What follows belongs to an exercise in optimizing a design on an open flow for small area; a production flow would make more cautious choices. In this exercise RTL edits were held to simulation tests only and were not proved equivalent to the original. Power and IR drop assume default switching activity.

$ cat flow/config.mk
export PLATFORM = sky130hd
export DESIGN_NAME = serial_protocol_converter
export DESIGN_NICKNAME = serial_protocol_converter
export VERILOG_FILES = /design/flow/design.v
export SDC_FILE = /design/flow/constraint.sdc
export NUM_CORES = 4
export LEC_CHECK = 0
export CAP_MARGIN = 20
export CORE_MARGIN = 2
export CORE_UTILIZATION = 40
export CTS_BUF_LIST = sky130_fd_sc_hd__clkbuf_8
export CTS_CLUSTER_DIAMETER = 60
export CTS_CLUSTER_SIZE = 16
export SLEW_MARGIN = 20
$ cat flow/constraint.sdc
create_clock -name core_clock -period 10.0 [get_ports {clk}]
set_input_delay 2.0000 -clock core_clock [delete_from_list [all_inputs] [get_ports {clk}]]
set_output_delay 2.0000 -clock core_clock [all_outputs]
set_load 0.01 [all_outputs]
$ cat flow/design.v
module pwm_thresh_mul(input [15:0] a, input [15:0] b, output [15:0] y);
wire one1;
wire two2;
wire neg3;
wire x4;
wire x5;
wire x6;
wire x7;
wire x8;
wire x9;
wire x10;
wire x11;
wire x12;
wire x13;
wire x14;
wire x15;
wire x16;
wire x17;
wire x18;
wire x19;
wire x20;
wire nn21;
wire one22;
wire two23;
wire neg24;
wire x25;
wire x26;
wire x27;
wire x28;
wire x29;
wire x30;
wire x31;
wire x32;
wire x33;
wire x34;
wire x35;
wire x36;
wire x37;
wire x38;
wire x39;
wire x40;
wire x41;
wire nn42;
wire one43;
wire two44;
wire neg45;
wire x46;
wire x47;
wire x48;
wire x49;
wire x50;
wire x51;
wire x52;
wire x53;
wire x54;
wire x55;
wire x56;
wire x57;
wire x58;
wire x59;
wire x60;
wire x61;
wire x62;
wire nn63;
wire one64;
wire two65;
wire neg66;
wire x67;
wire x68;
wire x69;
wire x70;
wire x71;
wire x72;
wire x73;
wire x74;
wire x75;
wire x76;
wire x77;
wire x78;
wire x79;
wire x80;
wire x81;
wire x82;
wire x83;
wire nn84;
wire one85;
wire two86;
wire neg87;
wire x88;
wire x89;
wire x90;
wire x91;
wire x92;
wire x93;
wire x94;
wire x95;
wire x96;
wire x97;
wire x98;
wire x99;
wire x100;
wire x101;
wire x102;
wire x103;
wire x104;
wire nn105;
wire one106;
wire two107;
wire neg108;
wire x109;
wire x110;
wire x111;
wire x112;
wire x113;
wire x114;
wire x115;
wire x116;
wire x117;
wire x118;
wire x119;
wire x120;
wire x121;
wire x122;
wire x123;
wire x124;
wire x125;
wire nn126;
wire one127;
wire two128;
wire neg129;
wire x130;
wire x131;
wire x132;
wire x133;
wire x134;
wire x135;
wire x136;
wire x137;
wire x138;
wire x139;
wire x140;
wire x141;
wire x142;
wire x143;
wire x144;
wire x145;
wire x146;
wire nn147;
wire one148;
wire two149;
wire neg150;
wire x151;
wire x152;
wire x153;
wire x154;
wire x155;
wire x156;
wire x157;
wire x158;
wire x159;
wire x160;
wire x161;
wire x162;
wire x163;
wire x164;
wire x165;
wire x166;
wire x167;
wire nn168;
wire x169;
wire x170;
wire x171;
wire x172;
wire x173;
wire x174;
wire x175;
wire x176;
wire x177;
wire x178;
wire x179;
wire x180;
wire x181;
wire x182;
wire x183;
wire x184;
wire s185;
wire c186;
wire s187;
wire c188;
wire s189;
wire c190;
wire s191;
wire c192;
wire s193;
wire c194;
wire s195;
wire c196;
wire s197;
wire c198;
wire s199;
wire c200;
wire s201;
wire c202;
wire s203;
wire c204;
wire s205;
wire c206;
wire s207;
wire c208;
wire s209;
wire c210;
wire s211;
wire c212;
wire s213;
wire c214;
wire s215;
wire c216;
wire s217;
wire c218;
wire s219;
wire c220;
wire s221;
wire c222;
wire s223;
wire c224;
wire s225;
wire c226;
wire s227;
wire c228;
wire s229;
wire c230;
wire s231;
wire c232;
wire s233;
wire c234;
wire s235;
wire c236;
wire s237;
wire c238;
wire s239;
wire c240;
wire s241;
wire c242;
wire s243;
wire c244;
wire s245;
wire c246;
wire s247;
wire c248;
wire s249;
wire c250;
wire s251;
wire c252;
wire s253;
wire c254;
wire s255;
wire c256;
wire s257;
wire c258;
wire s259;
wire c260;
wire s261;
wire c262;
wire s263;
wire c264;
wire s265;
wire c266;
wire s267;
wire c268;
wire s269;
wire c270;
wire s271;
wire c272;
wire s273;
wire c274;
wire s275;
wire c276;
wire s277;
wire c278;
wire s279;
wire c280;
wire s281;
wire c282;
wire s283;
wire c284;
wire s285;
wire c286;
wire s287;
wire c288;
wire s289;
wire c290;
wire s291;
wire c292;
wire s293;
wire c294;
wire s295;
wire c296;
wire s297;
wire c298;
wire s299;
wire c300;
wire s301;
wire c302;
wire s303;
wire c304;
wire s305;
wire c306;
wire s307;
wire c308;
wire s309;
wire c310;
wire s311;
wire c312;
wire s313;
wire c314;
wire s315;
wire c316;
wire s317;
wire c318;
wire s319;
wire c320;
wire s321;
wire c322;
wire s323;
wire c324;
wire s325;
wire c326;
wire s327;
wire c328;
wire s329;
wire c330;
wire s331;
wire c332;
wire s333;
wire c334;
wire s335;
wire c336;
wire s337;
wire c338;
wire s339;
wire c340;
wire s341;
wire c342;
wire s343;
wire c344;
wire s345;
wire c346;
wire s347;
wire c348;
wire s349;
wire c350;
wire s351;
wire c352;
wire s353;
wire c354;
wire s355;
wire c356;
wire s357;
wire c358;
wire s359;
wire c360;
wire s361;
wire c362;
wire s363;
wire c364;
wire s365;
wire c366;
wire s367;
wire c368;
wire s369;
wire c370;
wire s371;
wire c372;
wire s373;
wire c374;
wire s375;
wire c376;
wire s377;
wire c378;
wire s379;
wire c380;
wire s381;
wire c382;
wire s383;
wire c384;
wire s385;
wire c386;
wire s387;
wire c388;
wire s389;
wire c390;
wire s391;
wire c392;
wire s393;
wire c394;
wire s395;
wire c396;
wire s397;
wire c398;
wire s399;
wire c400;
wire s401;
wire c402;
wire s403;
wire c404;
wire s405;
wire c406;
wire s407;
wire c408;
wire s409;
wire c410;
wire s411;
wire c412;
wire s413;
wire c414;
wire s415;
wire c416;
wire s417;
wire c418;
wire s419;
wire c420;
wire s421;
wire c422;
wire s423;
wire c424;
wire s425;
wire c426;
wire s427;
wire c428;
wire s429;
wire c430;
wire s431;
wire c432;
wire s433;
wire c434;
wire s435;
wire c436;
wire s437;
wire c438;
wire s439;
wire c440;
wire s441;
wire c442;
wire s443;
wire c444;
wire s445;
wire c446;
wire s447;
wire c448;
wire s449;
wire c450;
wire s451;
wire c452;
wire k453;
wire k454;
wire k455;
wire k456;
wire k457;
wire k458;
wire k459;
wire k460;
wire k461;
wire k462;
wire k463;
wire k464;
wire k465;
wire k466;
wire k467;
wire k468;
assign one1 = b[0] ^ 1'b0;
assign two2 = (b[1] & ~b[0] & ~1'b0) | (~b[1] & b[0] & 1'b0);
assign neg3 = b[1] & ~(b[0] & 1'b0);
assign x4 = ((one1 & a[0]) | (two2 & 1'b0)) ^ neg3;
assign x5 = ((one1 & a[1]) | (two2 & a[0])) ^ neg3;
assign x6 = ((one1 & a[2]) | (two2 & a[1])) ^ neg3;
assign x7 = ((one1 & a[3]) | (two2 & a[2])) ^ neg3;
assign x8 = ((one1 & a[4]) | (two2 & a[3])) ^ neg3;
assign x9 = ((one1 & a[5]) | (two2 & a[4])) ^ neg3;
assign x10 = ((one1 & a[6]) | (two2 & a[5])) ^ neg3;
assign x11 = ((one1 & a[7]) | (two2 & a[6])) ^ neg3;
assign x12 = ((one1 & a[8]) | (two2 & a[7])) ^ neg3;
assign x13 = ((one1 & a[9]) | (two2 & a[8])) ^ neg3;
assign x14 = ((one1 & a[10]) | (two2 & a[9])) ^ neg3;
assign x15 = ((one1 & a[11]) | (two2 & a[10])) ^ neg3;
assign x16 = ((one1 & a[12]) | (two2 & a[11])) ^ neg3;
assign x17 = ((one1 & a[13]) | (two2 & a[12])) ^ neg3;
assign x18 = ((one1 & a[14]) | (two2 & a[13])) ^ neg3;
assign x19 = ((one1 & a[15]) | (two2 & a[14])) ^ neg3;
assign x20 = ((one1 & 1'b0) | (two2 & a[15])) ^ neg3;
assign nn21 = ~neg3;
assign one22 = b[2] ^ b[1];
assign two23 = (b[3] & ~b[2] & ~b[1]) | (~b[3] & b[2] & b[1]);
assign neg24 = b[3] & ~(b[2] & b[1]);
assign x25 = ((one22 & a[0]) | (two23 & 1'b0)) ^ neg24;
assign x26 = ((one22 & a[1]) | (two23 & a[0])) ^ neg24;
assign x27 = ((one22 & a[2]) | (two23 & a[1])) ^ neg24;
assign x28 = ((one22 & a[3]) | (two23 & a[2])) ^ neg24;
assign x29 = ((one22 & a[4]) | (two23 & a[3])) ^ neg24;
assign x30 = ((one22 & a[5]) | (two23 & a[4])) ^ neg24;
assign x31 = ((one22 & a[6]) | (two23 & a[5])) ^ neg24;
assign x32 = ((one22 & a[7]) | (two23 & a[6])) ^ neg24;
assign x33 = ((one22 & a[8]) | (two23 & a[7])) ^ neg24;
assign x34 = ((one22 & a[9]) | (two23 & a[8])) ^ neg24;
assign x35 = ((one22 & a[10]) | (two23 & a[9])) ^ neg24;
assign x36 = ((one22 & a[11]) | (two23 & a[10])) ^ neg24;
assign x37 = ((one22 & a[12]) | (two23 & a[11])) ^ neg24;
assign x38 = ((one22 & a[13]) | (two23 & a[12])) ^ neg24;
assign x39 = ((one22 & a[14]) | (two23 & a[13])) ^ neg24;
assign x40 = ((one22 & a[15]) | (two23 & a[14])) ^ neg24;
assign x41 = ((one22 & 1'b0) | (two23 & a[15])) ^ neg24;
assign nn42 = ~neg24;
assign one43 = b[4] ^ b[3];
assign two44 = (b[5] & ~b[4] & ~b[3]) | (~b[5] & b[4] & b[3]);
assign neg45 = b[5] & ~(b[4] & b[3]);
assign x46 = ((one43 & a[0]) | (two44 & 1'b0)) ^ neg45;
assign x47 = ((one43 & a[1]) | (two44 & a[0])) ^ neg45;
assign x48 = ((one43 & a[2]) | (two44 & a[1])) ^ neg45;
assign x49 = ((one43 & a[3]) | (two44 & a[2])) ^ neg45;
assign x50 = ((one43 & a[4]) | (two44 & a[3])) ^ neg45;
assign x51 = ((one43 & a[5]) | (two44 & a[4])) ^ neg45;
assign x52 = ((one43 & a[6]) | (two44 & a[5])) ^ neg45;
assign x53 = ((one43 & a[7]) | (two44 & a[6])) ^ neg45;
assign x54 = ((one43 & a[8]) | (two44 & a[7])) ^ neg45;
assign x55 = ((one43 & a[9]) | (two44 & a[8])) ^ neg45;
assign x56 = ((one43 & a[10]) | (two44 & a[9])) ^ neg45;
assign x57 = ((one43 & a[11]) | (two44 & a[10])) ^ neg45;
assign x58 = ((one43 & a[12]) | (two44 & a[11])) ^ neg45;
assign x59 = ((one43 & a[13]) | (two44 & a[12])) ^ neg45;
assign x60 = ((one43 & a[14]) | (two44 & a[13])) ^ neg45;
assign x61 = ((one43 & a[15]) | (two44 & a[14])) ^ neg45;
assign x62 = ((one43 & 1'b0) | (two44 & a[15])) ^ neg45;
assign nn63 = ~neg45;
assign one64 = b[6] ^ b[5];
assign two65 = (b[7] & ~b[6] & ~b[5]) | (~b[7] & b[6] & b[5]);
assign neg66 = b[7] & ~(b[6] & b[5]);
assign x67 = ((one64 & a[0]) | (two65 & 1'b0)) ^ neg66;
assign x68 = ((one64 & a[1]) | (two65 & a[0])) ^ neg66;
assign x69 = ((one64 & a[2]) | (two65 & a[1])) ^ neg66;
assign x70 = ((one64 & a[3]) | (two65 & a[2])) ^ neg66;
assign x71 = ((one64 & a[4]) | (two65 & a[3])) ^ neg66;
assign x72 = ((one64 & a[5]) | (two65 & a[4])) ^ neg66;
assign x73 = ((one64 & a[6]) | (two65 & a[5])) ^ neg66;
assign x74 = ((one64 & a[7]) | (two65 & a[6])) ^ neg66;
assign x75 = ((one64 & a[8]) | (two65 & a[7])) ^ neg66;
assign x76 = ((one64 & a[9]) | (two65 & a[8])) ^ neg66;
assign x77 = ((one64 & a[10]) | (two65 & a[9])) ^ neg66;
assign x78 = ((one64 & a[11]) | (two65 & a[10])) ^ neg66;
assign x79 = ((one64 & a[12]) | (two65 & a[11])) ^ neg66;
assign x80 = ((one64 & a[13]) | (two65 & a[12])) ^ neg66;
assign x81 = ((one64 & a[14]) | (two65 & a[13])) ^ neg66;
assign x82 = ((one64 & a[15]) | (two65 & a[14])) ^ neg66;
assign x83 = ((one64 & 1'b0) | (two65 & a[15])) ^ neg66;
assign nn84 = ~neg66;
assign one85 = b[8] ^ b[7];
assign two86 = (b[9] & ~b[8] & ~b[7]) | (~b[9] & b[8] & b[7]);
assign neg87 = b[9] & ~(b[8] & b[7]);
assign x88 = ((one85 & a[0]) | (two86 & 1'b0)) ^ neg87;
assign x89 = ((one85 & a[1]) | (two86 & a[0])) ^ neg87;
assign x90 = ((one85 & a[2]) | (two86 & a[1])) ^ neg87;
assign x91 = ((one85 & a[3]) | (two86 & a[2])) ^ neg87;
assign x92 = ((one85 & a[4]) | (two86 & a[3])) ^ neg87;
assign x93 = ((one85 & a[5]) | (two86 & a[4])) ^ neg87;
assign x94 = ((one85 & a[6]) | (two86 & a[5])) ^ neg87;
assign x95 = ((one85 & a[7]) | (two86 & a[6])) ^ neg87;
assign x96 = ((one85 & a[8]) | (two86 & a[7])) ^ neg87;
assign x97 = ((one85 & a[9]) | (two86 & a[8])) ^ neg87;
assign x98 = ((one85 & a[10]) | (two86 & a[9])) ^ neg87;
assign x99 = ((one85 & a[11]) | (two86 & a[10])) ^ neg87;
assign x100 = ((one85 & a[12]) | (two86 & a[11])) ^ neg87;
assign x101 = ((one85 & a[13]) | (two86 & a[12])) ^ neg87;
assign x102 = ((one85 & a[14]) | (two86 & a[13])) ^ neg87;
assign x103 = ((one85 & a[15]) | (two86 & a[14])) ^ neg87;
assign x104 = ((one85 & 1'b0) | (two86 & a[15])) ^ neg87;
assign nn105 = ~neg87;
assign one106 = b[10] ^ b[9];
assign two107 = (b[11] & ~b[10] & ~b[9]) | (~b[11] & b[10] & b[9]);
assign neg108 = b[11] & ~(b[10] & b[9]);
assign x109 = ((one106 & a[0]) | (two107 & 1'b0)) ^ neg108;
assign x110 = ((one106 & a[1]) | (two107 & a[0])) ^ neg108;
assign x111 = ((one106 & a[2]) | (two107 & a[1])) ^ neg108;
assign x112 = ((one106 & a[3]) | (two107 & a[2])) ^ neg108;
assign x113 = ((one106 & a[4]) | (two107 & a[3])) ^ neg108;
assign x114 = ((one106 & a[5]) | (two107 & a[4])) ^ neg108;
assign x115 = ((one106 & a[6]) | (two107 & a[5])) ^ neg108;
assign x116 = ((one106 & a[7]) | (two107 & a[6])) ^ neg108;
assign x117 = ((one106 & a[8]) | (two107 & a[7])) ^ neg108;
assign x118 = ((one106 & a[9]) | (two107 & a[8])) ^ neg108;
assign x119 = ((one106 & a[10]) | (two107 & a[9])) ^ neg108;
assign x120 = ((one106 & a[11]) | (two107 & a[10])) ^ neg108;
assign x121 = ((one106 & a[12]) | (two107 & a[11])) ^ neg108;
assign x122 = ((one106 & a[13]) | (two107 & a[12])) ^ neg108;
assign x123 = ((one106 & a[14]) | (two107 & a[13])) ^ neg108;
assign x124 = ((one106 & a[15]) | (two107 & a[14])) ^ neg108;
assign x125 = ((one106 & 1'b0) | (two107 & a[15])) ^ neg108;
assign nn126 = ~neg108;
assign one127 = b[12] ^ b[11];
assign two128 = (b[13] & ~b[12] & ~b[11]) | (~b[13] & b[12] & b[11]);
assign neg129 = b[13] & ~(b[12] & b[11]);
assign x130 = ((one127 & a[0]) | (two128 & 1'b0)) ^ neg129;
assign x131 = ((one127 & a[1]) | (two128 & a[0])) ^ neg129;
assign x132 = ((one127 & a[2]) | (two128 & a[1])) ^ neg129;
assign x133 = ((one127 & a[3]) | (two128 & a[2])) ^ neg129;
assign x134 = ((one127 & a[4]) | (two128 & a[3])) ^ neg129;
assign x135 = ((one127 & a[5]) | (two128 & a[4])) ^ neg129;
assign x136 = ((one127 & a[6]) | (two128 & a[5])) ^ neg129;
assign x137 = ((one127 & a[7]) | (two128 & a[6])) ^ neg129;
assign x138 = ((one127 & a[8]) | (two128 & a[7])) ^ neg129;
assign x139 = ((one127 & a[9]) | (two128 & a[8])) ^ neg129;
assign x140 = ((one127 & a[10]) | (two128 & a[9])) ^ neg129;
assign x141 = ((one127 & a[11]) | (two128 & a[10])) ^ neg129;
assign x142 = ((one127 & a[12]) | (two128 & a[11])) ^ neg129;
assign x143 = ((one127 & a[13]) | (two128 & a[12])) ^ neg129;
assign x144 = ((one127 & a[14]) | (two128 & a[13])) ^ neg129;
assign x145 = ((one127 & a[15]) | (two128 & a[14])) ^ neg129;
assign x146 = ((one127 & 1'b0) | (two128 & a[15])) ^ neg129;
assign nn147 = ~neg129;
assign one148 = b[14] ^ b[13];
assign two149 = (b[15] & ~b[14] & ~b[13]) | (~b[15] & b[14] & b[13]);
assign neg150 = b[15] & ~(b[14] & b[13]);
assign x151 = ((one148 & a[0]) | (two149 & 1'b0)) ^ neg150;
assign x152 = ((one148 & a[1]) | (two149 & a[0])) ^ neg150;
assign x153 = ((one148 & a[2]) | (two149 & a[1])) ^ neg150;
assign x154 = ((one148 & a[3]) | (two149 & a[2])) ^ neg150;
assign x155 = ((one148 & a[4]) | (two149 & a[3])) ^ neg150;
assign x156 = ((one148 & a[5]) | (two149 & a[4])) ^ neg150;
assign x157 = ((one148 & a[6]) | (two149 & a[5])) ^ neg150;
assign x158 = ((one148 & a[7]) | (two149 & a[6])) ^ neg150;
assign x159 = ((one148 & a[8]) | (two149 & a[7])) ^ neg150;
assign x160 = ((one148 & a[9]) | (two149 & a[8])) ^ neg150;
assign x161 = ((one148 & a[10]) | (two149 & a[9])) ^ neg150;
assign x162 = ((one148 & a[11]) | (two149 & a[10])) ^ neg150;
assign x163 = ((one148 & a[12]) | (two149 & a[11])) ^ neg150;
assign x164 = ((one148 & a[13]) | (two149 & a[12])) ^ neg150;
assign x165 = ((one148 & a[14]) | (two149 & a[13])) ^ neg150;
assign x166 = ((one148 & a[15]) | (two149 & a[14])) ^ neg150;
assign x167 = ((one148 & 1'b0) | (two149 & a[15])) ^ neg150;
assign nn168 = ~neg150;
assign x169 = b[15] & a[0];
assign x170 = b[15] & a[1];
assign x171 = b[15] & a[2];
assign x172 = b[15] & a[3];
assign x173 = b[15] & a[4];
assign x174 = b[15] & a[5];
assign x175 = b[15] & a[6];
assign x176 = b[15] & a[7];
assign x177 = b[15] & a[8];
assign x178 = b[15] & a[9];
assign x179 = b[15] & a[10];
assign x180 = b[15] & a[11];
assign x181 = b[15] & a[12];
assign x182 = b[15] & a[13];
assign x183 = b[15] & a[14];
assign x184 = b[15] & a[15];
assign s185 = nn21 ^ x40;
assign c186 = nn21 & x40;
assign s187 = x41 ^ x60;
assign c188 = x41 & x60;
assign s189 = x14 ^ x33;
assign c190 = x14 & x33;
assign s191 = x15 ^ x34;
assign c192 = x15 & x34;
assign s193 = x16 ^ x35 ^ x54;
assign c194 = (x16 & x35) | (x16 & x54) | (x35 & x54);
assign s195 = x73 ^ x92;
assign c196 = x73 & x92;
assign s197 = x17 ^ x36 ^ x55;
assign c198 = (x17 & x36) | (x17 & x55) | (x36 & x55);
assign s199 = x74 ^ x93;
assign c200 = x74 & x93;
assign s201 = x18 ^ x37 ^ x56;
assign c202 = (x18 & x37) | (x18 & x56) | (x37 & x56);
assign s203 = x75 ^ x94 ^ x113;
assign c204 = (x75 & x94) | (x75 & x113) | (x94 & x113);
assign s205 = x132 ^ x151;
assign c206 = x132 & x151;
assign s207 = x19 ^ x38 ^ x57;
assign c208 = (x19 & x38) | (x19 & x57) | (x38 & x57);
assign s209 = x76 ^ x95 ^ x114;
assign c210 = (x76 & x95) | (x76 & x114) | (x95 & x114);
assign s211 = x133 ^ x152;
assign c212 = x133 & x152;
assign s213 = x20 ^ x39 ^ x58;
assign c214 = (x20 & x39) | (x20 & x58) | (x39 & x58);
assign s215 = x77 ^ x96 ^ x115;
assign c216 = (x77 & x96) | (x77 & x115) | (x96 & x115);
assign s217 = x134 ^ x153 ^ x169;
assign c218 = (x134 & x153) | (x134 & x169) | (x153 & x169);
assign s219 = x59 ^ x78 ^ x97;
assign c220 = (x59 & x78) | (x59 & x97) | (x78 & x97);
assign s221 = x116 ^ x135 ^ x154;
assign c222 = (x116 & x135) | (x116 & x154) | (x135 & x154);
assign s223 = x170 ^ 1'b1 ^ s185;
assign c224 = (x170 & 1'b1) | (x170 & s185) | (1'b1 & s185);
assign s225 = x79 ^ x98 ^ x117;
assign c226 = (x79 & x98) | (x79 & x117) | (x98 & x117);
assign s227 = x136 ^ x155 ^ x171;
assign c228 = (x136 & x155) | (x136 & x171) | (x155 & x171);
assign s229 = 1'b1 ^ s187 ^ c186;
assign c230 = (1'b1 & s187) | (1'b1 & c186) | (s187 & c186);
assign s231 = nn42 ^ x61 ^ x80;
assign c232 = (nn42 & x61) | (nn42 & x80) | (x61 & x80);
assign s233 = x99 ^ x118 ^ x137;
assign c234 = (x99 & x118) | (x99 & x137) | (x118 & x137);
assign s235 = x156 ^ x172 ^ c188;
assign c236 = (x156 & x172) | (x156 & c188) | (x172 & c188);
assign s237 = x62 ^ x81 ^ x100;
assign c238 = (x62 & x81) | (x62 & x100) | (x81 & x100);
assign s239 = x119 ^ x138 ^ x157;
assign c240 = (x119 & x138) | (x119 & x157) | (x138 & x157);
assign s241 = x173 ^ 1'b1;
assign c242 = x173 & 1'b1;
assign s243 = nn63 ^ x82 ^ x101;
assign c244 = (nn63 & x82) | (nn63 & x101) | (x82 & x101);
assign s245 = x120 ^ x139 ^ x158;
assign c246 = (x120 & x139) | (x120 & x158) | (x139 & x158);
assign s247 = x83 ^ x102 ^ x121;
assign c248 = (x83 & x102) | (x83 & x121) | (x102 & x121);
assign s249 = x140 ^ x159;
assign c250 = x140 & x159;
assign s251 = nn84 ^ x103 ^ x122;
assign c252 = (nn84 & x103) | (nn84 & x122) | (x103 & x122);
assign s253 = x104 ^ x123;
assign c254 = x104 & x123;
assign s255 = x10 ^ x29;
assign c256 = x10 & x29;
assign s257 = x11 ^ x30;
assign c258 = x11 & x30;
assign s259 = x12 ^ x31 ^ x50;
assign c260 = (x12 & x31) | (x12 & x50) | (x31 & x50);
assign s261 = x69 ^ x88;
assign c262 = x69 & x88;
assign s263 = x13 ^ x32 ^ x51;
assign c264 = (x13 & x32) | (x13 & x51) | (x32 & x51);
assign s265 = x70 ^ x89;
assign c266 = x70 & x89;
assign s267 = x52 ^ x71 ^ x90;
assign c268 = (x52 & x71) | (x52 & x90) | (x71 & x90);
assign s269 = x109 ^ neg108 ^ s189;
assign c270 = (x109 & neg108) | (x109 & s189) | (neg108 & s189);
assign s271 = x53 ^ x72 ^ x91;
assign c272 = (x53 & x72) | (x53 & x91) | (x72 & x91);
assign s273 = x110 ^ s191 ^ c190;
assign c274 = (x110 & s191) | (x110 & c190) | (s191 & c190);
assign s275 = x111 ^ x130 ^ neg129;
assign c276 = (x111 & x130) | (x111 & neg129) | (x130 & neg129);
assign s277 = s193 ^ s195 ^ c192;
assign c278 = (s193 & s195) | (s193 & c192) | (s195 & c192);
assign s279 = x112 ^ x131 ^ s197;
assign c280 = (x112 & x131) | (x112 & s197) | (x131 & s197);
assign s281 = s199 ^ c194 ^ c196;
assign c282 = (s199 & c194) | (s199 & c196) | (c194 & c196);
assign s283 = neg150 ^ s201 ^ s203;
assign c284 = (neg150 & s201) | (neg150 & s203) | (s201 & s203);
assign s285 = s205 ^ c198 ^ c200;
assign c286 = (s205 & c198) | (s205 & c200) | (c198 & c200);
assign s287 = s207 ^ s209 ^ s211;
assign c288 = (s207 & s209) | (s207 & s211) | (s209 & s211);
assign s289 = c202 ^ c204 ^ c206;
assign c290 = (c202 & c204) | (c202 & c206) | (c204 & c206);
assign s291 = s213 ^ s215 ^ s217;
assign c292 = (s213 & s215) | (s213 & s217) | (s215 & s217);
assign s293 = c208 ^ c210 ^ c212;
assign c294 = (c208 & c210) | (c208 & c212) | (c210 & c212);
assign s295 = s219 ^ s221 ^ s223;
assign c296 = (s219 & s221) | (s219 & s223) | (s221 & s223);
assign s297 = c214 ^ c216 ^ c218;
assign c298 = (c214 & c216) | (c214 & c218) | (c216 & c218);
assign s299 = s225 ^ s227 ^ s229;
assign c300 = (s225 & s227) | (s225 & s229) | (s227 & s229);
assign s301 = c220 ^ c222 ^ c224;
assign c302 = (c220 & c222) | (c220 & c224) | (c222 & c224);
assign s303 = s231 ^ s233 ^ s235;
assign c304 = (s231 & s233) | (s231 & s235) | (s233 & s235);
assign s305 = c226 ^ c228 ^ c230;
assign c306 = (c226 & c228) | (c226 & c230) | (c228 & c230);
assign s307 = s237 ^ s239 ^ s241;
assign c308 = (s237 & s239) | (s237 & s241) | (s239 & s241);
assign s309 = c232 ^ c234 ^ c236;
assign c310 = (c232 & c234) | (c232 & c236) | (c234 & c236);
assign s311 = x174 ^ s243 ^ s245;
assign c312 = (x174 & s243) | (x174 & s245) | (s243 & s245);
assign s313 = c238 ^ c240 ^ c242;
assign c314 = (c238 & c240) | (c238 & c242) | (c240 & c242);
assign s315 = x175 ^ 1'b1 ^ s247;
assign c316 = (x175 & 1'b1) | (x175 & s247) | (1'b1 & s247);
assign s317 = s249 ^ c244 ^ c246;
assign c318 = (s249 & c244) | (s249 & c246) | (c244 & c246);
assign s319 = x141 ^ x160 ^ x176;
assign c320 = (x141 & x160) | (x141 & x176) | (x160 & x176);
assign s321 = s251 ^ c248 ^ c250;
assign c322 = (s251 & c248) | (s251 & c250) | (c248 & c250);
assign s323 = x142 ^ x161 ^ x177;
assign c324 = (x142 & x161) | (x142 & x177) | (x161 & x177);
assign s325 = 1'b1 ^ s253 ^ c252;
assign c326 = (1'b1 & s253) | (1'b1 & c252) | (s253 & c252);
assign s327 = nn105 ^ x124 ^ x143;
assign c328 = (nn105 & x124) | (nn105 & x143) | (x124 & x143);
assign s329 = x162 ^ x178 ^ c254;
assign c330 = (x162 & x178) | (x162 & c254) | (x178 & c254);
assign s331 = x125 ^ x144 ^ x163;
assign c332 = (x125 & x144) | (x125 & x163) | (x144 & x163);
assign s333 = x179 ^ 1'b1;
assign c334 = x179 & 1'b1;
assign s335 = nn126 ^ x145 ^ x164;
assign c336 = (nn126 & x145) | (nn126 & x164) | (x145 & x164);
assign s337 = x146 ^ x165;
assign c338 = x146 & x165;
assign s339 = x8 ^ x27;
assign c340 = x8 & x27;
assign s341 = x9 ^ x28;
assign c342 = x9 & x28;
assign s343 = x48 ^ x67 ^ neg66;
assign c344 = (x48 & x67) | (x48 & neg66) | (x67 & neg66);
assign s345 = x49 ^ x68 ^ s257;
assign c346 = (x49 & x68) | (x49 & s257) | (x68 & s257);
assign s347 = neg87 ^ s259 ^ s261;
assign c348 = (neg87 & s259) | (neg87 & s261) | (s259 & s261);
assign s349 = s263 ^ s265 ^ c260;
assign c350 = (s263 & s265) | (s263 & c260) | (s265 & c260);
assign s351 = s267 ^ s269 ^ c264;
assign c352 = (s267 & s269) | (s267 & c264) | (s269 & c264);
assign s353 = s271 ^ s273 ^ c268;
assign c354 = (s271 & s273) | (s271 & c268) | (s273 & c268);
assign s355 = s275 ^ s277 ^ c272;
assign c356 = (s275 & s277) | (s275 & c272) | (s277 & c272);
assign s357 = s279 ^ s281 ^ c276;
assign c358 = (s279 & s281) | (s279 & c276) | (s281 & c276);
assign s359 = s283 ^ s285 ^ c280;
assign c360 = (s283 & s285) | (s283 & c280) | (s285 & c280);
assign s361 = s287 ^ s289 ^ c284;
assign c362 = (s287 & s289) | (s287 & c284) | (s289 & c284);
assign s363 = s291 ^ s293 ^ c288;
assign c364 = (s291 & s293) | (s291 & c288) | (s293 & c288);
assign s365 = s295 ^ s297 ^ c292;
assign c366 = (s295 & s297) | (s295 & c292) | (s297 & c292);
assign s367 = s299 ^ s301 ^ c296;
assign c368 = (s299 & s301) | (s299 & c296) | (s301 & c296);
assign s369 = s303 ^ s305 ^ c300;
assign c370 = (s303 & s305) | (s303 & c300) | (s305 & c300);
assign s371 = s307 ^ s309 ^ c304;
assign c372 = (s307 & s309) | (s307 & c304) | (s309 & c304);
assign s373 = s311 ^ s313 ^ c308;
assign c374 = (s311 & s313) | (s311 & c308) | (s313 & c308);
assign s375 = s315 ^ s317 ^ c312;
assign c376 = (s315 & s317) | (s315 & c312) | (s317 & c312);
assign s377 = s319 ^ s321 ^ c316;
assign c378 = (s319 & s321) | (s319 & c316) | (s321 & c316);
assign s379 = s323 ^ s325 ^ c320;
assign c380 = (s323 & s325) | (s323 & c320) | (s325 & c320);
assign s381 = s327 ^ s329 ^ c324;
assign c382 = (s327 & s329) | (s327 & c324) | (s329 & c324);
assign s383 = s331 ^ s333 ^ c328;
assign c384 = (s331 & s333) | (s331 & c328) | (s333 & c328);
assign s385 = x180 ^ s335 ^ c332;
assign c386 = (x180 & s335) | (x180 & c332) | (s335 & c332);
assign s387 = x181 ^ 1'b1 ^ s337;
assign c388 = (x181 & 1'b1) | (x181 & s337) | (1'b1 & s337);
assign s389 = nn147 ^ x166 ^ x182;
assign c390 = (nn147 & x166) | (nn147 & x182) | (x166 & x182);
assign s391 = x167 ^ x183;
assign c392 = x167 & x183;
assign s393 = x6 ^ x25;
assign c394 = x6 & x25;
assign s395 = x7 ^ x26;
assign c396 = x7 & x26;
assign s397 = x46 ^ neg45 ^ s339;
assign c398 = (x46 & neg45) | (x46 & s339) | (neg45 & s339);
assign s399 = x47 ^ s341 ^ c340;
assign c400 = (x47 & s341) | (x47 & c340) | (s341 & c340);
assign s401 = s255 ^ s343 ^ c342;
assign c402 = (s255 & s343) | (s255 & c342) | (s343 & c342);
assign s403 = c256 ^ s345 ^ c344;
assign c404 = (c256 & s345) | (c256 & c344) | (s345 & c344);
assign s405 = c258 ^ s347 ^ c346;
assign c406 = (c258 & s347) | (c258 & c346) | (s347 & c346);
assign s407 = c262 ^ s349 ^ c348;
assign c408 = (c262 & s349) | (c262 & c348) | (s349 & c348);
assign s409 = c266 ^ s351 ^ c350;
assign c410 = (c266 & s351) | (c266 & c350) | (s351 & c350);
assign s411 = c270 ^ s353 ^ c352;
assign c412 = (c270 & s353) | (c270 & c352) | (s353 & c352);
assign s413 = c274 ^ s355 ^ c354;
assign c414 = (c274 & s355) | (c274 & c354) | (s355 & c354);
assign s415 = c278 ^ s357 ^ c356;
assign c416 = (c278 & s357) | (c278 & c356) | (s357 & c356);
assign s417 = c282 ^ s359 ^ c358;
assign c418 = (c282 & s359) | (c282 & c358) | (s359 & c358);
assign s419 = c286 ^ s361 ^ c360;
assign c420 = (c286 & s361) | (c286 & c360) | (s361 & c360);
assign s421 = c290 ^ s363 ^ c362;
assign c422 = (c290 & s363) | (c290 & c362) | (s363 & c362);
assign s423 = c294 ^ s365 ^ c364;
assign c424 = (c294 & s365) | (c294 & c364) | (s365 & c364);
assign s425 = c298 ^ s367 ^ c366;
assign c426 = (c298 & s367) | (c298 & c366) | (s367 & c366);
assign s427 = c302 ^ s369 ^ c368;
assign c428 = (c302 & s369) | (c302 & c368) | (s369 & c368);
assign s429 = c306 ^ s371 ^ c370;
assign c430 = (c306 & s371) | (c306 & c370) | (s371 & c370);
assign s431 = c310 ^ s373 ^ c372;
assign c432 = (c310 & s373) | (c310 & c372) | (s373 & c372);
assign s433 = c314 ^ s375 ^ c374;
assign c434 = (c314 & s375) | (c314 & c374) | (s375 & c374);
assign s435 = c318 ^ s377 ^ c376;
assign c436 = (c318 & s377) | (c318 & c376) | (s377 & c376);
assign s437 = c322 ^ s379 ^ c378;
assign c438 = (c322 & s379) | (c322 & c378) | (s379 & c378);
assign s439 = c326 ^ s381 ^ c380;
assign c440 = (c326 & s381) | (c326 & c380) | (s381 & c380);
assign s441 = c330 ^ s383 ^ c382;
assign c442 = (c330 & s383) | (c330 & c382) | (s383 & c382);
assign s443 = c334 ^ s385 ^ c384;
assign c444 = (c334 & s385) | (c334 & c384) | (s385 & c384);
assign s445 = c336 ^ s387 ^ c386;
assign c446 = (c336 & s387) | (c336 & c386) | (s387 & c386);
assign s447 = c338 ^ s389 ^ c388;
assign c448 = (c338 & s389) | (c338 & c388) | (s389 & c388);
assign s449 = 1'b1 ^ s391 ^ c390;
assign c450 = (1'b1 & s391) | (1'b1 & c390) | (s391 & c390);
assign s451 = nn168 ^ x184 ^ c392;
assign c452 = (nn168 & x184) | (nn168 & c392) | (x184 & c392);
assign k453 = (x4 & neg3) | (x4 & 1'b0) | (neg3 & 1'b0);
assign k454 = (x5 & 1'b0) | (x5 & k453) | (1'b0 & k453);
assign k455 = (neg24 & s393) | (neg24 & k454) | (s393 & k454);
assign k456 = (s395 & c394) | (s395 & k455) | (c394 & k455);
assign k457 = (s397 & c396) | (s397 & k456) | (c396 & k456);
assign k458 = (s399 & c398) | (s399 & k457) | (c398 & k457);
assign k459 = (s401 & c400) | (s401 & k458) | (c400 & k458);
assign k460 = (s403 & c402) | (s403 & k459) | (c402 & k459);
assign k461 = (s405 & c404) | (s405 & k460) | (c404 & k460);
assign k462 = (s407 & c406) | (s407 & k461) | (c406 & k461);
assign k463 = (s409 & c408) | (s409 & k462) | (c408 & k462);
assign k464 = (s411 & c410) | (s411 & k463) | (c410 & k463);
assign k465 = (s413 & c412) | (s413 & k464) | (c412 & k464);
assign k466 = (s415 & c414) | (s415 & k465) | (c414 & k465);
assign k467 = (s417 & c416) | (s417 & k466) | (c416 & k466);
assign k468 = (s419 & c418) | (s419 & k467) | (c418 & k467);
wire [15:0] ux = {s451, s449, s447, s445, s443, s441, s439, s437, s435, s433, s431, s429, s427, s425, s423, s421};
wire [15:0] uy = {c450, c448, c446, c444, c442, c440, c438, c436, c434, c432, c430, c428, c426, c424, c422, c420};
assign y = ux + uy + {15'd0, k468};
endmodule
module serial_protocol_converter (
    input               clk,
    input               rst_n,
    input [7:0]         cmd_opcode,
    input [15:0]        cmd_addr,
    input [31:0]        cmd_data,
    input               cmd_valid,
    output reg          spi_sclk,
    output reg          spi_mosi,
    input               spi_miso,
    output reg [3:0]    spi_cs,
    input               uart_rx,
    output reg          uart_tx,
    output [7:0]        pwm_out,
    output reg [31:0]   tx_data,
    output reg          tx_en,
    input               tx_done
);
wire op_hi0 = (cmd_opcode[7:4] == 4'h0);
wire cmd_02 = cmd_valid & op_hi0 & (cmd_opcode[3:0] == 4'h2);
wire cmd_04 = cmd_valid & op_hi0 & (cmd_opcode[3:0] == 4'h4);
wire cmd_05 = cmd_valid & op_hi0 & (cmd_opcode[3:0] == 4'h5);
wire cmd_06 = cmd_valid & op_hi0 & (cmd_opcode[3:0] == 4'h6);
wire cmd_07 = cmd_valid & op_hi0 & (cmd_opcode[3:0] == 4'h7);
wire cmd_08 = cmd_valid & op_hi0 & (cmd_opcode[3:0] == 4'h8);
reg [31:0] spi_tx_reg;       
reg        spi_tx_v;
reg [31:0] i2c_tx_reg;       
reg        i2c_tx_v;
reg [15:0] uart_div;         
reg [7:0]  uart_tx_reg;      
reg        uart_tx_v;
wire        div_zero = (cmd_data[15:0] == 16'd0);
wire [15:0] div_in   = cmd_data[15:0] | (div_zero ? 16'd434 : 16'd0);
always @(posedge clk or negedge rst_n) begin
    if (!rst_n) begin
        spi_tx_v    <= 1'b0;
        i2c_tx_v    <= 1'b0;
        uart_div    <= 16'd434;
        uart_tx_v   <= 1'b0;
    end else begin
        if (cmd_02) spi_tx_v    <= 1'b1;
        if (cmd_04) i2c_tx_v    <= 1'b1;
        if (cmd_05) uart_div    <= div_in;
        if (cmd_06) uart_tx_v   <= 1'b1;
    end
end
always @(posedge clk) begin
    if (cmd_02) spi_tx_reg  <= cmd_data;
    if (cmd_04) i2c_tx_reg  <= cmd_data;
    if (cmd_06) uart_tx_reg <= cmd_data[7:0];
end
reg        spi_busy, spi_oth;
reg [4:0]  spi_bit_cnt;
reg [31:0] spi_shift_reg;
reg [31:0] spi_rx_reg;       
reg        spi_rx_v;
wire spi_idle = ~spi_busy & ~spi_oth;
wire spi_last = spi_sclk & (spi_bit_cnt == 5'd0);
wire spi_load = spi_idle & cmd_02;
wire spi_step = spi_busy & spi_sclk;
always @(posedge clk or negedge rst_n) begin
    if (!rst_n) begin
        spi_busy <= 1'b0;
        spi_oth  <= 1'b0;
        spi_sclk <= 1'b0;
        spi_mosi <= 1'b0;
        spi_cs   <= 4'hF;
        spi_rx_v <= 1'b0;
    end else begin
        spi_busy <= spi_idle ? cmd_02 : (spi_busy & ~spi_last);
        spi_oth  <= spi_idle & ~cmd_02 & (cmd_04 | cmd_06);
        spi_sclk <= spi_busy & ~spi_sclk;
        if (spi_oth)
            spi_mosi <= 1'b0;
        else if (spi_step)
            spi_mosi <= spi_shift_reg[31];
        if (spi_oth | (spi_step & (spi_bit_cnt == 5'd0)))
            spi_cs <= 4'hF;
        else if (spi_load)
            spi_cs <= ~(4'b0001 << cmd_addr[1:0]);
        if (spi_step & (spi_bit_cnt == 5'd0))
            spi_rx_v <= 1'b1;
    end
end
always @(posedge clk) begin
    if (spi_load) begin
        spi_shift_reg <= spi_tx_reg & {32{spi_tx_v}};
        spi_bit_cnt   <= 5'd31;
    end else if (spi_step) begin
        spi_shift_reg <= {spi_shift_reg[30:0], spi_miso};
        spi_bit_cnt   <= spi_bit_cnt - 5'd1;
    end
    if (spi_step & (spi_bit_cnt == 5'd0))
        spi_rx_reg <= {spi_shift_reg[30:0], spi_miso};
end
reg        i2c_busy;
reg [7:0]  i2c_cnt;
reg [31:0] i2c_rx_reg;       
reg        i2c_rx_v;
wire i2c_at200 = (i2c_cnt == 8'h0B);
wire i2c_at201 = (i2c_cnt == 8'h16);
always @(posedge clk or negedge rst_n) begin
    if (!rst_n) begin
        i2c_busy <= 1'b0;
        i2c_rx_v <= 1'b0;
    end else begin
        if (!i2c_busy)
            i2c_busy <= cmd_04;
        else if (i2c_at201)
            i2c_busy <= 1'b0;
        if (i2c_busy & i2c_at200)
            i2c_rx_v <= i2c_tx_v;
    end
end
always @(posedge clk) begin
    if (!i2c_busy)
        i2c_cnt <= 8'd0;
    else
        i2c_cnt <= {i2c_cnt[6:0], ~(i2c_cnt[7] ^ i2c_cnt[5] ^ i2c_cnt[4] ^ i2c_cnt[3])};
    if (i2c_busy & i2c_at200)
        i2c_rx_reg <= i2c_tx_reg;
end
reg        utx_active;
reg [15:0] utx_cnt;
reg [9:0]  utx_shift;        
wire [16:0] utx_ic;
wire [15:0] utx_inc;
wire [16:0] utx_gc;
assign utx_ic[0] = 1'b1;
assign utx_gc[0] = 1'b1;
genvar ub;
generate
    for (ub = 0; ub < 16; ub = ub + 1) begin : utx_bits
        assign utx_inc[ub]  = utx_cnt[ub] ^ utx_ic[ub];
        assign utx_ic[ub+1] = utx_cnt[ub] & utx_ic[ub];
        assign utx_gc[ub+1] = (utx_inc[ub] & ~uart_div[ub])
                            | ((utx_inc[ub] | ~uart_div[ub]) & utx_gc[ub]);
    end
endgenerate
wire utx_tick = utx_ic[16] | utx_gc[16];
always @(posedge clk or negedge rst_n) begin
    if (!rst_n) begin
        utx_active <= 1'b0;
        uart_tx    <= 1'b1;
    end else begin
        if (!utx_active) begin
            utx_active <= cmd_06;
            uart_tx    <= ~cmd_06;
        end else if (utx_tick) begin
            uart_tx <= utx_shift[0];
            if (utx_shift[9:1] == 9'd0)
                utx_active <= 1'b0;
        end
    end
end
always @(posedge clk) begin
    if (!utx_active) begin
        utx_cnt   <= 16'd0;
        utx_shift <= {1'b1, uart_tx_reg & {8{uart_tx_v}}, 1'b0};
    end else if (utx_tick) begin
        utx_cnt   <= 16'd0;
        utx_shift <= {1'b0, utx_shift[9:1]};
    end else begin
        utx_cnt   <= utx_inc;
    end
end
localparam RX_IDLE = 2'd0, RX_START = 2'd1, RX_DATA = 2'd2, RX_STOP = 2'd3;
reg        rx_sync0, rx_sync1;
reg [1:0]  rx_state;
reg [15:0] urx_cnt;          
reg [7:0]  rx_shift;         
reg [7:0]  rx_data;          
reg        rx_data_v;
wire [16:0] urx_bc;
wire [15:0] urx_dec;
assign urx_bc[0] = 1'b1;
genvar rb;
generate
    for (rb = 0; rb < 16; rb = rb + 1) begin : urx_bits
        assign urx_dec[rb]  = urx_cnt[rb] ^ urx_bc[rb];
        assign urx_bc[rb+1] = ~urx_cnt[rb] & urx_bc[rb];
    end
endgenerate
wire urx_hi0  = (urx_cnt[15:1] == 15'd0);
wire urx_zero = urx_hi0 & ~urx_cnt[0];
wire urx_one  = urx_hi0 &  urx_cnt[0];
always @(posedge clk or negedge rst_n) begin
    if (!rst_n) begin
        rx_sync0  <= 1'b1;
        rx_sync1  <= 1'b1;
        rx_state  <= RX_IDLE;
        rx_data_v <= 1'b0;
    end else begin
        rx_sync0 <= uart_rx;
        rx_sync1 <= rx_sync0;
        case (rx_state)
            RX_IDLE:  if (!rx_sync1) rx_state <= RX_START;
            RX_START: if (urx_zero) rx_state <= rx_sync1 ? RX_IDLE : RX_DATA;
            RX_DATA:  if (urx_one & rx_shift[0]) rx_state <= RX_STOP;
            default:  if (urx_one) begin
                          rx_state  <= RX_IDLE;
                          rx_data_v <= 1'b1;
                      end
        endcase
    end
end
always @(posedge clk) begin
    case (rx_state)
        RX_IDLE: urx_cnt <= {1'b0, uart_div[15:1]};
        RX_START: begin
            if (urx_zero) begin
                urx_cnt  <= uart_div;
                rx_shift <= 8'h80;
            end else
                urx_cnt <= urx_dec;
        end
        RX_DATA: begin
            if (urx_one) begin
                urx_cnt  <= uart_div;
                rx_shift <= {rx_sync1, rx_shift[7:1]};
            end else
                urx_cnt <= urx_dec;
        end
        default: begin
            urx_cnt <= urx_dec;
            if (urx_one)
                rx_data <= rx_shift;
        end
    endcase
end
wire addr_hi0 = (cmd_addr[15:2] == 14'd0);
wire sel_spi  = addr_hi0 & (cmd_addr[1:0] == 2'd1) & spi_rx_v;
wire sel_i2c  = addr_hi0 & (cmd_addr[1:0] == 2'd2) & i2c_rx_v;
wire sel_uart = addr_hi0 & (cmd_addr[1:0] == 2'd3) & rx_data_v;
wire [31:0] rd_data = ({32{sel_spi}} & spi_rx_reg)
                    | ({32{sel_i2c}} & i2c_rx_reg)
                    | {24'd0, {8{sel_uart}} & rx_data};
reg [31:0] tx_data_r;
reg        tx_data_v;
always @(*) tx_data = tx_data_r & {32{tx_data_v}};
always @(posedge clk) begin
    if (cmd_08)
        tx_data_r <= rd_data;
end
always @(posedge clk or negedge rst_n) begin
    if (!rst_n) begin
        tx_data_v <= 1'b0;
        tx_en     <= 1'b0;
    end else begin
        if (cmd_08) begin
            tx_data_v <= 1'b1;
            tx_en     <= 1'b1;
        end else if (!cmd_valid && tx_done)
            tx_en     <= 1'b0;
    end
end
wire [15:0] pwm_per  = cmd_data[31:16];
wire [15:0] pwm_thr;         
wire        pwm_wr   = cmd_07 & (cmd_addr[15:3] == 13'd0);
pwm_thresh_mul pwm_mul (
    .a  (cmd_data[31:16]),
    .b  (cmd_data[15:0]),
    .y  (pwm_thr)
);
wire [16:0] pwm_kc;
wire [15:0] pwm_kin;
assign pwm_kc[0] = 1'b1;
genvar kb;
generate
    for (kb = 0; kb < 16; kb = kb + 1) begin : pwm_kbits
        assign pwm_kin[kb]  = ~pwm_per[kb] ^ pwm_kc[kb];
        assign pwm_kc[kb+1] = ~pwm_per[kb] & pwm_kc[kb];
    end
endgenerate
wire pwm_vin = (pwm_per != 16'd0);
reg [7:0]  pwm_v;
reg [7:0]  pwm_q;
assign pwm_out = pwm_q;
genvar j, b;
generate
    for (j = 0; j < 8; j = j + 1) begin : pwm_ch
        reg  [15:0] pwm_k;
        reg  [15:0] pwm_nt;
        reg  [15:0] cnt;
        wire        we = pwm_wr & (cmd_addr[2:0] == j);
        wire [16:0] ic;          
        wire [15:0] inc;
        wire [16:0] wc;          
        wire [16:0] tc;          
        assign ic[0] = 1'b1;
        assign wc[0] = 1'b1;
        assign tc[0] = 1'b1;
        for (b = 0; b < 16; b = b + 1) begin : bits
            assign inc[b]  = cnt[b] ^ ic[b];
            assign ic[b+1] = cnt[b] & ic[b];
            assign wc[b+1] = (cnt[b] & pwm_k[b])  | ((cnt[b] | pwm_k[b])  & wc[b]);
            assign tc[b+1] = (cnt[b] & pwm_nt[b]) | ((cnt[b] | pwm_nt[b]) & tc[b]);
        end
        wire wrap = ~pwm_v[j] | wc[16];
        always @(posedge clk) begin
            if (we) begin
                pwm_k  <= pwm_kin;
                pwm_nt <= ~pwm_thr;
            end
            cnt <= wrap ? 16'd0 : inc;
        end
        always @(posedge clk or negedge rst_n) begin
            if (!rst_n) begin
                pwm_v[j] <= 1'b0;
                pwm_q[j] <= 1'b0;
            end else begin
                if (we)
                    pwm_v[j] <= pwm_vin;
                pwm_q[j] <= pwm_v[j] & ~tc[16];
            end
        end
    end
endgenerate
endmodule
$ cat flow/run.sh
#!/bin/bash
# synth_recipe.tcl (not shown) runs the flow's synth.tcl, then flattens the netlist and writes it again
# the make line also repeats each setting of config.mk as NAME=value (left out here)
make -C /OpenROAD-flow-scripts/flow DESIGN_CONFIG=/design/flow/config.mk WORK_HOME=/design/flow/orfs CLKGATE_MAP_FILE= SYNTH_SCRIPT=/design/flow/synth_recipe.tcl finish
==> run_results.csv, run 1 <==
group,metric,value,unit
drt,wire_per_inst,20.65,um
final_layout,nNetsFinal,3406,
clock_network,htreeDepth,2,
status,status,"complete, no violations",
final_layout,final_common_cell,"edfxtp_1",
global_routing,grt_util_all_layers,0.1961,
sta,worstMarginPinSlew,1018,ps
sta,setup_viol,0,
logic_synthesis,synth_cells,2876,
critical_path,cp.arrival,9820,ps
drt,post_drt_via_cell_ratio,5.465,
critical_path,worstSetupPathType,"input port to flip-flop",
sta,slew_headroom,0.3191,
sta,tns,0,ps
floorplan,ios,110,
final_layout,areaGrowthSynthToFinish,12.46,%
global_routing,met3_usage,0.02262,
logic_synthesis,mappedNetlistArea,35110,um2
global_routing,grt_pass1_wl,137100,um
critical_path,worstSetupEndpointType,"flip-flop",
critical_path,worstPathMaxFanout,9,
logic_synthesis,synth.area.top_cells,"edfxtp_1, dfxtp_1, ha_1, fa_1, dfrtp_1",
logic_synthesis,synth_top_area_share,0.4105,
logic_synthesis,avgSynthCellArea,12.21,um2
power,powerDensity,326.0,nW/um2
sta,hold_viol_final,0,
global_routing,antenna_found_initial,15,
sta,rsz0062_at_grt,"no",
power,p_total,0.01287,W
logic_synthesis,ys.flop_type,"edfxtp_1",
drt,routed_wl,87750,um
global_routing,grt_use_met1,0.2779,
drt,first_pass_iters,9,
critical_path,cp.required,10420,ps
final_layout,drive_gt1_frac,0.09871,
drt,antenna_left,0,
sta,slew_viol_final,0,
clock_network,clockBufferDepth,3,
sta,skew,48.80,ps
clock_network,clock_sinks,710,
final_layout,fin_util,0.4544,
clock_network,insertion_delay,710,ps
clock_network,tritoncts,"yes",
place,dpl.hpwl,61140,um
floorplan,fp.dieH,300.3,um
power,vdd_ir_drop_max,1191,uV
global_routing,grt_overflow_total,0,
final_layout,num-fill-cells,7771,
clock_network,cts_setup_buffers,0,
final_layout,final_cell_mix,"edfxtp_1, inv_1, ha_1, nand2_1, dfxtp_1",
global_routing,grt.busiest_layer,"met2",
run,maxCapViolCount,0,
final_layout,top_regs,"pwm_ch.cnt x128, pwm_ch.pwm_k x128, pwm_ch.pwm_nt x128",
logic_synthesis,yosysTopAreaCell,"edfxtp_1",
place,gp_congestion,0.8753,
clock_network,cts_buffers,60,
logic_synthesis,netlist-cell-type-count,82,
logic_synthesis,synth_edf_count,480,
logic_synthesis,async_reset_ff_frac,0.07746,
drt,dr.first_iter.drc_count,1920,
drt,drc,0,
floorplan,die-area,90160,um2
logic_synthesis,synth_fp_nets,3244,
logic_synthesis,synth_seq_cells,710,
clock_network,ctsHoldBuffers,0,
global_routing,grt_max_degree,80,
sta,min_period_over_period,0.9395,
floorplan,fp.dieW,300.3,um
sta,fmax,106.4,MHz
critical_path,start_kind,"input port",
place,io_buffers,109,
global_routing,use_met2,0.3197,
floorplan,core,86890,um2
floorplan,start_util,0.4041,
floorplan,rows,108,
clock_network,cts_resized,0,
worst_hold_path,worstHoldPathType,"flip-flop to flip-flop",
power,power_leakage,15.80,nW
sta,period_minus_slack,9395,ps
global_routing,grt_pass1_vias,23470,
clock_network,clkTransAtPathRegs,110,ps
clock_network,ctsRootBufferMaster,"clkbuf_8",
logic_synthesis,yosys_warnings,1,
drt,num_vias,23220,
logic_synthesis,yosysSeqAreaShare,0.5499,
[power breakdown]
part           total (W)  internal (W)  switching [W]  leakage, nW
registers        0.00457       0.00454      0.0000300         6.51
clock network    0.00176      0.000734        0.00103        0.745
logic            0.00654       0.00193        0.00461         8.55
[per-layer routing]
metal | wire [um] | share of wire
met1 | 39320 | 0.45
met2 | 40930 | 0.47
met3 | 5431 | 0.062
met4 | 2053 | 0.023
met5 | 11 | 0.00013
[layout make-up]
| cell class | count | area [um2] | area share |
|---|---|---|---|
| Sequential cell | 710 | 19310 | 0.4890 |
| Multi-Input combinational cell | 1831 | 14630 | 0.3706 |
| Timing Repair Buffer | 221 | 1982 | 0.05020 |
| Tap cell | 1155 | 1445 | 0.03660 |
| Clock buffer | 64 | 880.8 | 0.02231 |
| Inverter | 214 | 803.3 | 0.02034 |
| Clock inverter | 50 | 419.2 | 0.01062 |
| Antenna cell | 4 | 10.01 | 0.0002535 |
[critical path, stage by stage]
cell	delay [ps]
clkdlybuf4s50_1	700
nor2b_2	390
buf_4	230
xor2_1	230
fa_1	490
fa_1	560
inv_1	60
fa_1	490
a31oi_1	150
o22ai_1	180
maj3_1	410
o311a_1	310
a2111oi_0	360
nor3_1	140
fa_1	450
fa_1	420
a21o_1	170
a21oi_1	200
o21bai_1	90
a21oi_1	200
o21bai_1	90
a21oi_1	210
o21bai_1	90
a21oi_1	200
o21ai_0	190
a2111oi_0	480
nor3_1	120
buf_4	210
[cells in the mapped netlist (all sizes together) (8+ instances only)]
cell / instances
a2111oi: 10
a211oi: 17
a21oi: 78
a221oi: 9
a222oi: 17
a22o: 45
a22oi: 135
a31oi: 34
and2: 126
and3: 58
buf: 16
clkbuf: 105
dfrtp: 43
dfstp: 12
dfxtp: 175
edfxtp: 480
fa: 103
ha: 203
inv: 212
maj3: 47
mux2: 16
mux2i: 17
nand2: 187
nand2b: 14
nand3: 12
nand4: 8
nor2: 118
nor2b: 38
nor3: 31
nor4: 16
o211ai: 15
o21a: 8
o21ai: 142
o221ai: 10
o22ai: 30
o31ai: 32
or2: 14
or3: 9
xnor2: 77
xor2: 72
[logic make-up (layout without fill, tap and decap cells)]
family,Yosys count,in the layout,share of synthesized area
compound gates,643,643,0.1265
xor+xnor,149,149,0.03717
fa+ha+maj,353,353,0.1449
buf+inv,335,549,0.03631
flops,710,710,0.5499
mux,33,33,0.009978
other cells,0,4,0
simple gates,653,653,0.09519
[stage by stage]
stage | cell area [um2] | hold WS [ps] | cells | setup WS, ps
global route | 39480 | 370.2 | 4246 | 295.5
finish | 39480 | 362.2 | 4249 | 605.0
floorplan | 35110 | 345.2 | 2876 | 618.4
CTS | 39470 | 363.0 | 4245 | 795.3
global placement | 38120 | 345.7 | 4129 | 179.4
detailed placement | 38170 | 347.3 | 4131 | 59.28
[worst paths after layout]
check	from	end	slack [ps]	cells after the start
min in group asynchronous	rst_n	tx_en	1450	1
setup / recovery	cmd_data[5]	pwm_ch[0].pwm_nt[14]	610	28
max in group asynchronous	rst_n	pwm_q[3]	7870	1
setup reg to reg	utx_cnt[0]	utx_shift[5]	3940	21
hold / removal	rx_sync0	rx_sync1	360	0
hold reg to reg	rx_sync0	rx_sync1	360	0
==> run 2: changes to the inputs <==
--- a/flow/config.mk
+++ b/flow/config.mk
@@ -7,8 +7,8 @@
 export LEC_CHECK = 0
 export CAP_MARGIN = 20
 export CORE_MARGIN = 2
-export CORE_UTILIZATION = 40
-export CTS_BUF_LIST = sky130_fd_sc_hd__clkbuf_8
-export CTS_CLUSTER_DIAMETER = 60
-export CTS_CLUSTER_SIZE = 16
+export CORE_UTILIZATION = 60
+export CTS_BUF_LIST = sky130_fd_sc_hd__clkbuf_16
+export CTS_CLUSTER_DIAMETER = 100
+export CTS_CLUSTER_SIZE = 30
 export SLEW_MARGIN = 20
==> run 2 against run 1 <==
- die area fell by 33%
- global-route usage rose by 8.6 points
- worst setup slack gained 34 ps
- routed wire length down 4.5%
- first-iteration DRC count hardly changed
- count of clock-buffer cells in the layout decreased by 35
- largest cell class unchanged
- final area decreased by 2.5%
==> run_results.csv, run 2 <==
group,metric,value,unit
status,status,"complete, no violations",
sta,worstMarginPinSlew,1096,ps
clock_network,htreeDepth,1,
global_routing,grt_overflow_total,0,
place,io_buffers,109,
final_layout,seq_area,19310,um2
final_layout,stdcell_count,3784,
drt,post_drt_via_cell_ratio,6.096,
logic_synthesis,async_reset_ff_frac,0.07746,
floorplan,rows,88,
critical_path,worstPathMaxFanout,20,
critical_path,cp.required,10390,ps
logic_synthesis,synthSimpleGateAreaFrac,0.09519,
clock_network,ctsHoldBuffers,0,
critical_path,start_kind,"input port",
critical_path,worst_path_max_delay_cell,"clkdlybuf4s50_1",
logic_synthesis,ys_top_cells_by_count,"edfxtp_1, inv_1, ha_1",
clock_network,insertion_delay,650,ps
critical_path,worstSetupPathType,"input port to flip-flop",
global_routing,grt_max_degree,79,
power,powerDensity,325.0,nW/um2
place,gp_congestion,0.8862,
logic_synthesis,yosysSeqAreaShare,0.5499,
final_layout,areaGrowthSynthToFinish,9.647,%
clock_network,clkTransAtPathRegs,120,ps
critical_path,worstSetupEndpointType,"flip-flop",
drt,antenna_left,0,
final_layout,nNetsFinal,3362,
logic_synthesis,synth_most_common_cell,"edfxtp_1",
logic_synthesis,avgSynthCellArea,12.21,um2
sta,fmax,106.8,MHz
clock_network,clockBufferDepth,3,
floorplan,start_util,0.6074,
critical_path,cp.arrival,9750,ps
critical_path,reg2reg_to,"utx_shift[3]",
drt,wire_per_inst,22.13,um
logic_synthesis,synth_top_area_share,0.4105,
sta,min_period_over_period,0.9361,
power,vdd_ir_drop_max,933.9,uV
drt,dr.first_iter.drc_count,1919,
critical_path,reg2regPathDepth,21,
power,p_total,0.01251,W
logic_synthesis,mappedNetlistArea,35110,um2
sta,period_minus_slack,9361,ps
final_layout,final_cell_mix,"edfxtp_1, inv_1, ha_1, nand2_1, dfxtp_1",
sta,tns,0,ps
final_layout,drive_gt1_frac,0.07955,
logic_synthesis,synth_fp_nets,3244,
floorplan,core,57810,um2
clock_network,cts_setup_buffers,0,
sta,setup_viol,0,
logic_synthesis,synth_seq_cells,710,
place,dpl.hpwl,59480,um
logic_synthesis,synth.area.top_cells,"edfxtp_1, dfxtp_1, ha_1, fa_1, dfrtp_1",
drt,routed_wl,83760,um
worst_hold_path,hold_path_depth,0,
floorplan,die-area,60470,um2
global_routing,grt_pass1_vias,22550,
final_layout,final_common_cell,"edfxtp_1",
floorplan,fp.dieH,245.9,um
logic_synthesis,synth_compound_area_frac,0.1265,
critical_path,critPathTopFamily,"adder cells",
clock_network,clock_sinks,710,
clock_network,cts_resized,0,
global_routing,grt_util_all_layers,0.2820,
logic_synthesis,synth_edf_count,480,
critical_path,reg2reg_slack,4010,ps
worst_hold_path,hp-start,"rx_sync0",
logic_synthesis,synthXorXnorAreaFrac,0.03717,
place,place_inst,3728,
worst_hold_path,worstHoldPathType,"flip-flop to flip-flop",
logic_synthesis,synthAdderAreaFrac,0.1449,
floorplan,ios,110,
global_routing,grt_pass1_wl,129900,um
critical_path,cpMostUsedCell,"fa_1",
worst_hold_path,holdPathEnd,"rx_sync1",
drt,first_pass_iters,6,
sta,rsz0062_at_grt,"no",
final_layout,num-fill-cells,4381,
final_layout,multi_input_area,14650,um2
global_routing,antenna_found_initial,7,
logic_synthesis,synthMuxAreaShare,0.009978,
critical_path,critPathMaxStageDelay,600,ps
logic_synthesis,yosysTopAreaCell,"edfxtp_1",
logic_synthesis,synth_cells,2876,
clock_network,tritoncts,"yes",
power,power_leakage,15.49,nW
logic_synthesis,netlist-cell-type-count,82,
logic_synthesis,synth_top_family_by_area,"adder cells",
clock_network,cts_buffers,29,
sta,slew_headroom,0.2669,
sta,worst_hold_slack,364.2,ps
run,maxCapViolCount,0,
floorplan,fp.dieW,245.9,um
critical_path,r2r-start,"utx_cnt[0]",
sta,hold_viol_final,0,
clock_network,ctsRootBufferMaster,"clkbuf_16",
critical_path,crit_buf_inv,6,
logic_synthesis,ys.flop_type,"edfxtp_1",
drt,drc,0,
logic_synthesis,yosys_warnings,1,
final_layout,top_regs,"pwm_ch.cnt x128, pwm_ch.pwm_k x128, pwm_ch.pwm_nt x128",
sta,slew_viol_final,0,
sta,skew,28.54,ps
drt,num_vias,23070,
run 2: per-layer routing:
| metal | vias to the layer above | part of all wire | global-route usage |
|---|---|---|---|
| li1 | 10710 | - | - |
| met1 | 11500 | 0.44 | 0.4144 |
| met2 | 755 | 0.46 | 0.4474 |
| met3 | 108 | 0.070 | 0.03721 |
| met4 | 0 | 0.026 | 0.06952 |
| met5 | - | 0 | 0 |
run 2: worst max-delay path by stage:
| stage | depth (start not counted) | end | from |
|---|---|---|---|
| floorplan | 29 | pwm_ch[0].pwm_nt[14] | cmd_data[3] |
| global placement | 30 | pwm_ch[6].pwm_nt[14] | cmd_data[3] |
| detailed placement | 30 | pwm_ch[6].pwm_nt[14] | cmd_data[1] |
| CTS | 30 | pwm_ch[1].pwm_nt[14] | cmd_data[1] |
| global route | 30 | pwm_ch[1].pwm_nt[14] | cmd_data[3] |
| finish | 30 | pwm_ch[1].pwm_nt[14] | cmd_data[1] |
run 2: report_power, final:
group	switching [W]	internal [W]
clock	0.000902	0.000581
sequential	0.0000329	0.00454
combinational	0.00458	0.00188
total	0.00551	0.00700
run 2: cell type report:
class | count | share of cell area
sequential | 710 | 0.5016
multi-input combinational | 1831 | 0.3805
timing repair buffer | 208 | 0.04810
tap | 765 | 0.02486
inverter | 214 | 0.02087
clock buffer | 29 | 0.01885
clock inverter | 25 | 0.005070
antenna | 2 | 0.0001300
run 2: logic make-up after synthesis:
| logic type | after synthesis |
|---|---|
| xor gates and xnor gates | 149 |
| adders and majority gates | 353 |
| buffers and inverters | 335 |
| and+or+nand+nor | 653 |
| AOI/OAI and AO/OA | 643 |
| DFF | 710 |
| muxes | 33 |
run 2: metrics by stage:
stage | util | area (um2) | worst slack (ps)
after floorplan | - | 35110 | 618.4
after global placement | 0.6492 | 37530 | 95.45
after detailed placement | 0.6497 | 37560 | 60.00
after CTS | 0.6656 | 38480 | 711.2
after global routing | 0.6659 | 38490 | 50.73
final | 0.6660 | 38500 | 639.2

[port drivers added, routing unchanged]
The flow's constraints put no driver on any port. The routed layouts listed below were extracted and timed again, unchanged, in two steps. Step 1: set_driving_cell puts a clkbuf_16 on clk and a buf_2 on each other input, an assumption about the parent block. Step 2 adds t to the input delays and takes it off the output delays; t is the mean of the earliest and latest rising clock arrival at the registers after step 1. Input paths then give back, and output paths get back, about the clock's delay inside the block. Three values: no drivers, after step 1, after step 2; two values: the first two.
| run | t, ns | setup slack, ns | latest minus earliest clock arrival (ns) | worst data-port slew with drivers (ns) |
|---|---|---|---|---|
| run 1 | 0.750 | 0.605 / 0.639 / -0.110 | 0.055 / 0.055 | 0.11 |
| run 2 | 0.704 | 0.639 / 0.677 / -0.027 | 0.029 / 0.028 | 0.12 |
With both steps, setup timing fails in run 1 and run 2, where it was met with ideal ports. For run 1, which loses most, drivers alone change the setup slack by +0.034 ns; drivers and shift together by -0.715 ns.
